From an optimization exercise on the open Yosys and OpenROAD flow, aimed at small area; shortcuts taken in it are not production practice.
Function was checked by simulation only, so behaviour that the tests miss may differ from the original.
No driver is modelled on the clock port, so clocking that relies on it looks cheaper here than on a real chip.
No activity file was given, so power comes from the tool's default toggle rates.

run F:
Design interface_vga, start of the top module:
module interface_vga (
	input wire        clk,
	input wire        reset_n,
	input wire [3:0]  KEY,
	output wire [7:0] red, green, blue,
	output wire       h_sync, v_sync,
	output wire       n_sync, n_blank
);
export LEC_CHECK = 0
export CAP_MARGIN = 20
export CORE_MARGIN = 2
export CORE_UTILIZATION = 40
export SLEW_MARGIN = 20
create_clock -name core_clock -period 20.0 [get_ports {clk}]
standard.sh (not shown) runs the stock make flow with config.mk's settings and CLKGATE_MAP_FILE= SYNTH_SCRIPT=/design/flow/synth_recipe.tcl, a recipe that flattens the netlist after the stock synthesis.
==> flow/flow/run.sh <==
#!/bin/bash
# Own layout flow: the standard flow, except that
#  - the combinational logic of the standard synthesis is mapped again for area with ABC
#    (flip-flops and tie cells are kept as the standard synthesis made them); the result is
#    used only when it keeps every register and Yosys proves it equivalent to the original,
#  - ports are buffered with sky130_fd_sc_hd__buf_1, and global placement is not timing-driven,
#  - the clock tree uses sky130_fd_sc_hd__clkbuf_8 leaf buffers, a small root buffer and no
#    dummy loads.
# Every tool writes its full output to a log file in this folder.
set -euo pipefail
W=$PWD
F=$W/flow
P=${FLOW_PLATFORM:-sky130hd}
R=$W/orfs/results/$P/interface_vga/base
L=$W/orfs/logs/$P/interface_vga/base
LIB=$FLOW_HOME/platforms/$P/lib/sky130_fd_sc_hd__tt_025C_1v80.lib

bash standard.sh synth > $W/log_std_synth.txt 2>&1
cp $R/1_2_yosys.v $W/std_1_2_yosys.v

export REOPT_LIB=$LIB REOPT_IN=$W/std_1_2_yosys.v REOPT_TOP=${FLOW_TOP:-interface_vga}
export REOPT_DONTUSE="$(grep -o -- '-dont_use [^ ]*' $L/1_2_yosys.log | sort -u | tr '\n' ' ')"
# eight ABC runs with different random seeds, in parallel; the smallest netlist that keeps the
# registers and is proven equivalent replaces the standard synthesis
for S in 1 2 3 4 5 6 7 8; do
  sed "s/@SEED@/$S/" $F/area.script > $W/reopt_$S.script
  ( REOPT_SCRIPT=$W/reopt_$S.script REOPT_STAT=$W/reopt_stat_$S.txt REOPT_OUT=$W/reopt_$S.v \
      yosys -c $F/reopt.tcl > $W/log_reopt_$S.txt 2>&1 || true ) &
done
wait
CHOSEN=""
for S in $(for S in 1 2 3 4 5 6 7 8; do a=$(grep -i 'chip area' $W/reopt_stat_$S.txt 2>/dev/null | awk '{print $NF}' || true); [ -n "$a" ] && echo "$a $S"; done | sort -g | awk '{print $2}'); do
  if python3 $F/check_regs.py $W/std_1_2_yosys.v $W/reopt_$S.v > $W/log_check_regs_$S.txt 2>&1 &&
     EQ_GOLD=$W/std_1_2_yosys.v EQ_GATE=$W/reopt_$S.v yosys -c $F/equiv.tcl > $W/log_equiv_$S.txt 2>&1; then
    CHOSEN=$S
    break
  fi
done
if [ -n "$CHOSEN" ]; then
  echo "using re-mapped netlist of seed $CHOSEN" > $W/log_reopt_choice.txt
  cp $W/reopt_$CHOSEN.v $R/1_2_yosys.v
else
  echo "no re-mapped netlist kept the registers and was proven equivalent: keeping the standard synthesis" > $W/log_reopt_choice.txt
fi
touch $R/1_2_yosys.v

export BUFFER_PORTS_ARGS="-buffer_cell sky130_fd_sc_hd__buf_1"
# plain (not timing-driven) global placement: it adds no buffers of its own; the hook removes the
# buffers synthesis put on nets that drive several ports, as timing-driven placement would
export GPL_TIMING_DRIVEN=0 PRE_GLOBAL_PLACE_TCL=$F/rm_buffers.tcl
export CTS_ARGS="-sink_clustering_enable -repair_clock_nets -dont_use_dummy_load -buf_list sky130_fd_sc_hd__clkbuf_8"
export POST_CTS_TCL=$F/small_root.tcl SMALL_ROOT_CELL=sky130_fd_sc_hd__clkbuf_2
bash standard.sh finish > $W/log_std_finish.txt 2>&1
==> flow/flow/rm_buffers.tcl <==
# PRE_GLOBAL_PLACE hook: remove the buffers synthesis put on nets that drive several ports
# (global placement does this itself only when it is timing-driven); port buffering follows.
remove_buffers
Other scripts of this flow, unchanged in this note and not shown: flow/flow/area.script, flow/flow/check_regs.py, flow/flow/equiv.tcl, flow/flow/reopt.tcl, flow/flow/small_root.tcl
[inputs] run Z vs run F
diff --git a/flow/flow/run.sh b/flow/flow/run.sh
--- a/flow/flow/run.sh
+++ b/flow/flow/run.sh
@@ -6 +6 @@
-#  - ports are buffered with sky130_fd_sc_hd__buf_1, and global placement is not timing-driven,
+#  - ports are buffered with sky130_fd_sc_hd__buf_1,
@@ -23 +23 @@
-# eight ABC runs with different random seeds, in parallel; the smallest netlist that keeps the
+# six ABC runs with different random seeds, in parallel; the smallest netlist that keeps the
@@ -25 +25 @@
-for S in 1 2 3 4 5 6 7 8; do
+for S in 1 2 3 4 5 6; do
@@ -32 +32 @@
-for S in $(for S in 1 2 3 4 5 6 7 8; do a=$(grep -i 'chip area' $W/reopt_stat_$S.txt 2>/dev/null | awk '{print $NF}' || true); [ -n "$a" ] && echo "$a $S"; done | sort -g | awk '{print $2}'); do
+for S in $(for S in 1 2 3 4 5 6; do a=$(grep -i 'chip area' $W/reopt_stat_$S.txt 2>/dev/null | awk '{print $NF}' || true); [ -n "$a" ] && echo "$a $S"; done | sort -g | awk '{print $2}'); do
@@ -48,3 +47,0 @@
-# plain (not timing-driven) global placement: it adds no buffers of its own; the hook removes the
-# buffers synthesis put on nets that drive several ports, as timing-driven placement would
-export GPL_TIMING_DRIVEN=0 PRE_GLOBAL_PLACE_TCL=$F/rm_buffers.tcl
removed: flow/flow/rm_buffers.tcl
Results
Delta (run Z minus run F): end-of-flow core utilization neither gained nor lost much; share of cell area taken by multi-input logic gates picked up an extra 0.40 points; total design power lost 1.8%.

==> static timing again, ports no longer ideal <==
The results above use ideal ports. As a check the final layouts listed here were re-extracted and re-timed, cells and wires unchanged. Step 1: set_driving_cell puts a clkbuf_16 on clk and a buf_2 on each other input, an assumption about the parent block. Step 2, shift: input delay + t, output delay - t, t = (earliest + latest rising clock arrival at the registers) / 2. This alone moves slack from input paths to output paths. a / b / c = ideal / step 1 / step 2; a / b = the first two.
run	t (ns)	setup WS [ns]	worst hold slack (ns)	pins driven straight from the clock port
run F	0.415	12.175 / 12.142 / 12.557	0.421 / 0.421 / 0.421	1
run Z	0.410	12.378 / 12.348 / 12.758	0.435 / 0.435 / 0.435	1
After both steps setup and hold are still met in every run listed.
